Background: an optimization exercise with open tools, aiming at a short achievable clock period and few clock cycles. Do not read the settings as production practice. RTL that was checked went through simulation tests only; none was proved equivalent to the original. No activity file was given, so power comes from the tool's default toggle rates.

## proc
module proc(
	    clk,
	    rst,
	    imem_rdata,
	    dmem_rdata,
	    imem_addr,
	    dmem_addr,
	    dmem_wdata,
	    dmem_en,
	    dmem_wr,
	    halt
	    );
make LEC_CHECK=0 ABC_CLOCK_PERIOD_IN_PS=2500 CAP_MARGIN=20 CORE_MARGIN=2 CORE_UTILIZATION=40 SETUP_SLACK_MARGIN=5.0 SLEW_MARGIN=20 SYNTH_HIERARCHICAL=1 TNS_END_PERCENT=100 finish   # period 8.0 ns
run.sh (not shown) runs the stock make flow with config.mk's settings and CLKGATE_MAP_FILE= SYNTH_SCRIPT=/design/flow/synth_recipe.tcl, a recipe that flattens the netlist after the stock synthesis.
Change:
--- a/flow/design.v
+++ b/flow/design.v
@@ -1084,12 +1084,13 @@
    reg [7:0]  d_i8;
    reg [15:0] d_imm, d_pc2, d_tgt, d_ras;
    reg        d_pt;           
    reg        d_wr, d_rrr, d_agu, d_ret, d_jr, d_ld, d_st, d_stu, d_lbi, d_slbi, d_call, d_halt;
    reg        d_beqz, d_bnez, d_bltz;
    reg        d_sum, d_sub, d_or, d_and, d_shl, d_shr, d_rot, d_btr, d_seq, d_slt, d_sle, d_sco;
+   reg        x_jr;
    reg        x_wr, x_ld, x_en, x_we, x_halt, x_beqz, x_bnez, x_bltz, x_pt, x_ev;
    reg [2:0]  x_dst;
    reg [15:0] x_A, x_B, x_S, x_addr, x_early, x_ebyp, x_pc2, x_tgt;
    reg        x_sub;
    reg        x_s_sum, x_s_or, x_s_and, x_s_shl, x_s_shr, x_s_btr, x_s_seq, x_s_slt, x_s_sle,
               x_s_sco, x_s_slbi, x_s_early, x_rot;
@@ -1135,18 +1136,16 @@
    wire [15:0] f_seq    = (f_isret & ras_v) ? ras : pc2;
    wire        s_x = x_redir;
    wire        s_d = d_v & ~stall & ~x_redir & d_jrr;
    wire        s_b = d_v & ~stall & ~x_redir & d_bmis;
    wire        s_h = stall & ~x_redir;
    wire        s_n = ~x_redir & ~d_redir & ~stall;
-   wire [15:0] pc_rest = ({16{s_x}} & x_rtgt) | ({16{s_b}} & d_btgt) | ({16{s_h}} & pc) |
-                         ({16{s_n & ~f_take}} & f_seq);
+   wire [15:0] pc_rest = ({16{s_x & ~rst}} & x_rtgt) | ({16{s_b & ~rst}} & d_btgt) | ({16{s_h & ~rst}} & pc) |
+                         ({16{s_d & ~rst}} & r7) | ({16{s_n & ~f_take & ~rst}} & f_seq);
    wire [15:0] pc_next;
-   wisc_ao3 pcmux (.s1(s_n & f_take & ~rst), .a(f_tt), .s2(s_d & ~rst), .b(agu),
-                   .s3(~(s_n & f_take) & ~s_d & ~rst), .c(pc_rest),
-                   .y(pc_next));
+   wisc_mux16 pcmux (.s(s_n & f_take & ~rst), .a(f_tt), .b(pc_rest), .y(pc_next));
    always @(posedge clk) begin
       pc <= pc_next;
    end
    always @(posedge clk) begin
       if (rst)
         ras_v <= 1'b0;
@@ -1267,16 +1266,17 @@
    wire        ez_lt  = (base[15] & ~t_e[15]) | (~(base[15] ^ t_e[15]) & ez_ult);
    wire        ez_cmp = (d_seq & ez_eq) | (d_slt & ez_lt) | (d_sle & (ez_lt | ez_eq));
    wire        d_cmp  = d_seq | d_slt | d_sle;
    always @(posedge clk) begin
       if (rst | ~d_go) begin
          x_wr <= 1'b0; x_ld <= 1'b0; x_en <= 1'b0; x_we <= 1'b0; x_halt <= 1'b0;
-         x_beqz <= 1'b0; x_bnez <= 1'b0; x_bltz <= 1'b0;
+         x_beqz <= 1'b0; x_bnez <= 1'b0; x_bltz <= 1'b0; x_jr <= 1'b0;
       end else begin
          x_wr <= d_wr; x_ld <= d_ld; x_en <= d_ld | d_st; x_we <= d_st; x_halt <= d_halt;
          x_beqz <= d_beqz & ~d_bres; x_bnez <= d_bnez & ~d_bres; x_bltz <= d_bltz & ~d_bres;
+         x_jr <= d_jr;
       end
       x_dst <= d_dst;
       x_A <= a_val;
       x_B <= b_val;
       x_S <= t_val;
       x_addr <= sum_b;
@@ -1329,14 +1329,14 @@
                   ({16{x_s_slbi}} & {x_A[7:0], x_B[7:0]}) |
                   ({16{x_s_early}} & x_early) | ({16{x_ld}} & dmem_rdata) |
                   {15'd0, (x_s_seq & eq) | (x_s_slt & slt) | (x_s_sle & (slt | eq))};
    wisc_fin xfin (.s(x_s_sum), .a(sum), .sc(x_s_sco), .c(c16), .o(x_oth), .y(x_res));
    wire a_zero = (x_A == 16'd0);
    wire taken  = (x_beqz & a_zero) | (x_bnez & ~a_zero) | (x_bltz & x_A[15]);
-   assign x_redir = (x_beqz | x_bnez | x_bltz) & (taken ^ x_pt);
-   assign x_rtgt = taken ? x_tgt : x_pc2;
+   assign x_redir = ((x_beqz | x_bnez | x_bltz) & (taken ^ x_pt)) | x_jr;
+   assign x_rtgt = x_jr ? x_addr : taken ? x_tgt : x_pc2;
    always @(posedge clk) begin
       if (x_wr)
         rf[x_dst] <= x_res;
    end
    always @(posedge clk) begin
       if (rst)
@@ -1351,13 +1351,13 @@
    wire        d_rok  = ~a_fx | (d_bltz ? x_nk : x_zk);
    wire        d_isbr = d_beqz | d_bnez | d_bltz;
    wire        d_tk   = (d_beqz & d_zero) | (d_bnez & ~d_zero) | (d_bltz & d_neg);
    assign d_bres = d_isbr & d_rok;
    assign d_bmis = d_bres & (d_tk ^ d_pt);
    assign d_btgt = d_tk ? d_tgt : d_pc2;
-   assign d_jrr  = d_jr | (d_ret & ~ret_hit);
+   assign d_jrr  = d_ret & ~ret_hit;
    assign d_redir = d_v & ~stall & ~x_redir & (d_jrr | d_bmis);
    assign dmem_addr = x_addr;
    assign dmem_wdata = x_S;
    assign dmem_en = x_en;
    assign dmem_wr = x_we;
    assign halt = x_halt;
Result: The changed run completed with no timing, DRC or antenna violations. Via count came out lower by a little under a tenth. Area after synthesis came out lower slightly. Routed wire length came out lower by roughly a tenth. Register-to-register slack gets better by 0.16 ns. Count of clock-buffer cells in the layout came out lower by 5. Setup slack gets better by 0.19 ns.
Testbench counts after the change, summed over its fixed seeds: cycles 86,302.
The RTL of the first run of this note was laid out without a check of its function.

---

## delta
Another version of the RTL of proc (not shown whole).
Size in the first run: ~2,700 cells after synthesis, roughly 450 flip-flops, roughly 85 I/O pins, about 27,000 sq um of cells after synthesis.
clock: 8.0 ns
lec_check: 0
abc_clock_period_in_ps: 2500
cap_margin: 20
core_margin: 2
core_utilization: 40
setup_slack_margin: 5.0
slew_margin: 20
synth_hierarchical: 1
tns_end_percent: 100
What onyx does differently from delta at the input level:
--- a/flow/design.v
+++ b/flow/design.v
@@ -1091,17 +1091,17 @@
    reg [2:0]  x_dst;
    reg [15:0] x_A, x_B, x_S, x_addr, x_early, x_ebyp, x_pc2, x_tgt;
    reg        x_sub;
    reg        x_s_sum, x_s_or, x_s_and, x_s_shl, x_s_shr, x_s_btr, x_s_seq, x_s_slt, x_s_sle,
               x_s_sco, x_s_slbi, x_s_early, x_rot;
    reg [15:0] rf [0:7];
    reg [15:0] d_rfa, d_rft;   
    reg        d_rfa_z;        
-   reg        x_zok, x_ebyp_z, x_ebyp_n;  
+   reg        x_zk, x_zv, x_nk, x_nv;  
    reg        fa_x, ft_x, fa_w, ft_w, f7_x;  
    reg        w_wr;           
    reg [2:0]  w_dst;
    reg [15:0] w_res;
    wire        stall, x_redir, d_redir;
    wire        d_go = d_v & ~stall & ~x_redir;
    wire        d_bres, d_bmis, d_jrr;
    wire [15:0] d_btgt;
@@ -1245,35 +1245,49 @@
    wisc_hsel8   abs (.c(ab_lo[8]), .sg(d_imm[15]), .h(base[15:8]), .hp(ab_hp), .hm(ab_hm), .y(sum_b[15:8]));
    assign sum_b[7:0] = ab_lo[7:0];
    wire        r7_fx = f7_x;
    wire [15:0] r7 = r7_fx ? x_ebyp : rf[7];
    wire        r7_ok = ~r7_fx | x_ev;
    assign agu = d_ret ? r7 : sum_b;
    assign stall = d_v & ((d_agu & ~base_ok) | (d_ret & ~r7_ok));
    wire ret_hit = d_pt & (r7 == d_tgt);
+   wire [15:0] t_e  = t_fx ? x_ebyp : t_rf;
+   wire        t_ok = ~t_fx | x_ev;
+   wire [15:0] ez_b = d_rrr ? t_e : d_imm;
+   wire [15:0] ez_a = base ^ {16{d_sub}};
+   wire [15:0] ez_p = ez_b ^ ez_a;
+   wire [15:0] ez_o = ez_b | ez_a;
+   wire        ez_add = (ez_p == {ez_o[14:0], d_sub});
+   wire        ez_eq  = (base == t_e);
+   wire        ez_ult = (base[14:0] < t_e[14:0]);
+   wire        ez_lt  = (base[15] & ~t_e[15]) | (~(base[15] ^ t_e[15]) & ez_ult);
+   wire        ez_cmp = (d_seq & ez_eq) | (d_slt & ez_lt) | (d_sle & (ez_lt | ez_eq));
+   wire        d_cmp  = d_seq | d_slt | d_sle;
    always @(posedge clk) begin
       if (rst | ~d_go) begin
          x_wr <= 1'b0; x_ld <= 1'b0; x_en <= 1'b0; x_we <= 1'b0; x_halt <= 1'b0;
          x_beqz <= 1'b0; x_bnez <= 1'b0; x_bltz <= 1'b0;
       end else begin
          x_wr <= d_wr; x_ld <= d_ld; x_en <= d_ld | d_st; x_we <= d_st; x_halt <= d_halt;
          x_beqz <= d_beqz & ~d_bres; x_bnez <= d_bnez & ~d_bres; x_bltz <= d_bltz & ~d_bres;
       end
       x_dst <= d_dst;
       x_A <= a_val;
       x_B <= b_val;
       x_S <= t_val;
       x_addr <= sum_b;
       x_early <= d_stu ? sum_b : d_call ? d_pc2 : d_imm;
       x_ebyp <= d_stu ? sum_b : d_call ? d_pc2 : d_lbi ? d_imm : {base[7:0], d_i8};
       x_ev <= d_stu | d_call | d_lbi | (d_slbi & base_ok);
-      x_zok <= d_call | d_lbi | (d_slbi & base_ok);
-      x_ebyp_z <= d_call ? (d_pc2 == 16'd0) : d_lbi ? (d_imm == 16'd0) : ({base[7:0], d_i8} == 16'd0);
-      x_ebyp_n <= d_call ? d_pc2[15] : d_lbi ? d_imm[15] : base[7];
+      x_zk <= d_call | d_lbi | ((d_slbi | (d_cmp & t_ok) | (d_sum & (~d_rrr | t_ok))) & base_ok);
+      x_zv <= d_call ? (d_pc2 == 16'd0) : d_lbi ? (d_imm == 16'd0) : d_slbi ? ({base[7:0], d_i8} == 16'd0) :
+              d_sum ? ez_add : ~ez_cmp;
+      x_nk <= d_call | d_lbi | (d_slbi & base_ok) | d_cmp;
+      x_nv <= d_call ? d_pc2[15] : d_lbi ? d_imm[15] : d_slbi & base[7];
       x_pc2 <= d_pc2;
       x_tgt <= d_tgt;
       x_pt <= d_pt;
       x_sub <= d_sub;
       x_s_sum <= d_sum; x_s_or <= d_or; x_s_and <= d_and;
       x_s_shl <= d_shl; x_s_shr <= d_shr; x_rot <= d_rot;
       x_s_btr <= d_btr; x_s_seq <= d_seq; x_s_slt <= d_slt; x_s_sle <= d_sle;
       x_s_sco <= d_sco; x_s_slbi <= d_slbi; x_s_early <= d_stu | d_call | d_lbi;
@@ -1322,19 +1336,19 @@
    always @(posedge clk) begin
       if (rst)
         w_wr <= 1'b0;
       else
         w_wr <= x_wr;
       w_dst <= x_dst;
       w_res <= x_res;
    end
-   wire        d_zero = a_fx ? x_ebyp_z : fa_w ? (w_res == 16'd0) : d_rfa_z;
-   wire        d_neg  = a_fx ? x_ebyp_n : fa_w ? w_res[15] : d_rfa[15];
-   wire        d_rok  = ~a_fx | x_zok;
+   wire        d_zero = a_fx ? x_zv : fa_w ? (w_res == 16'd0) : d_rfa_z;
+   wire        d_neg  = a_fx ? x_nv : fa_w ? w_res[15] : d_rfa[15];
+   wire        d_rok  = ~a_fx | (d_bltz ? x_nk : x_zk);
    wire        d_isbr = d_beqz | d_bnez | d_bltz;
    wire        d_tk   = (d_beqz & d_zero) | (d_bnez & ~d_zero) | (d_bltz & d_neg);
    assign d_bres = d_isbr & d_rok;
    assign d_bmis = d_bres & (d_tk ^ d_pt);
    assign d_btgt = d_tk ? d_tgt : d_pc2;
    assign d_jrr  = d_jr | (d_ret & ~ret_hit);
    assign d_redir = d_v & ~stall & ~x_redir & (d_jrr | d_bmis);
    assign dmem_addr = x_addr;
--- outcome ---
No run among delta and onyx stopped early or left any final violation; all are clean. Summary of onyx over delta: minimum period implied by the final worst setup slack decreased 0.019 ns, number of cells in the finished layout apart from fillers increased 234, final core utilization went up by 0.39 points, worst setup slack higher. Looking at end of the critical path, the pc[12]$_SDFF_PP0_ result is from onyx; the pc[15]$_SDFF_PP0_ one comes from delta. On onyx: clock share of power is 0.9 points lower than what delta gave. Relative area change from synthesis to final layout was lower in delta than in onyx. onyx vs delta: die extent in x up in onyx. | routed wire length | onyx vs delta | worse |. Final cell area: onyx above delta.
Function was not checked in any run of this note: the RTL went through the layout flow alone.

==> separate check: timing with driven ports <==
The results above use ideal ports. As a check the final layouts listed here were re-extracted and re-timed, cells and wires unchanged.
Step 1 (the two cells are an assumption about what drives the block):
set clk [get_ports {clk}]
set_driving_cell -lib_cell sky130_fd_sc_hd__clkbuf_16 $clk
set_driving_cell -lib_cell sky130_fd_sc_hd__buf_2 [delete_from_list [all_inputs] $clk]
Step 2 moves the port delays by t, midway between the first and last clock arrival at a register: inputs arrive t later, outputs are due t later. That takes back most of the time a late clock gives input paths.
Three values: ideal, step 1, step 2; two values: the first two.
run	shift t [ns]	setup WS [ns]	worst setup path after step 2
the first run of note 1	0.676	4.640 / 4.656 / 3.980	input to register
the second run of note 1	0.664	4.826 / 4.826 / 4.224	input to register
delta	0.663	4.563 / 4.563 / 3.977	input to register
onyx	0.643	4.582 / 4.582 / 3.977	input to register
After both steps every run listed still meets setup and hold. For the first run of note 1, which loses most, drivers alone change the setup slack by +0.016 ns; drivers and shift together by -0.660 ns.
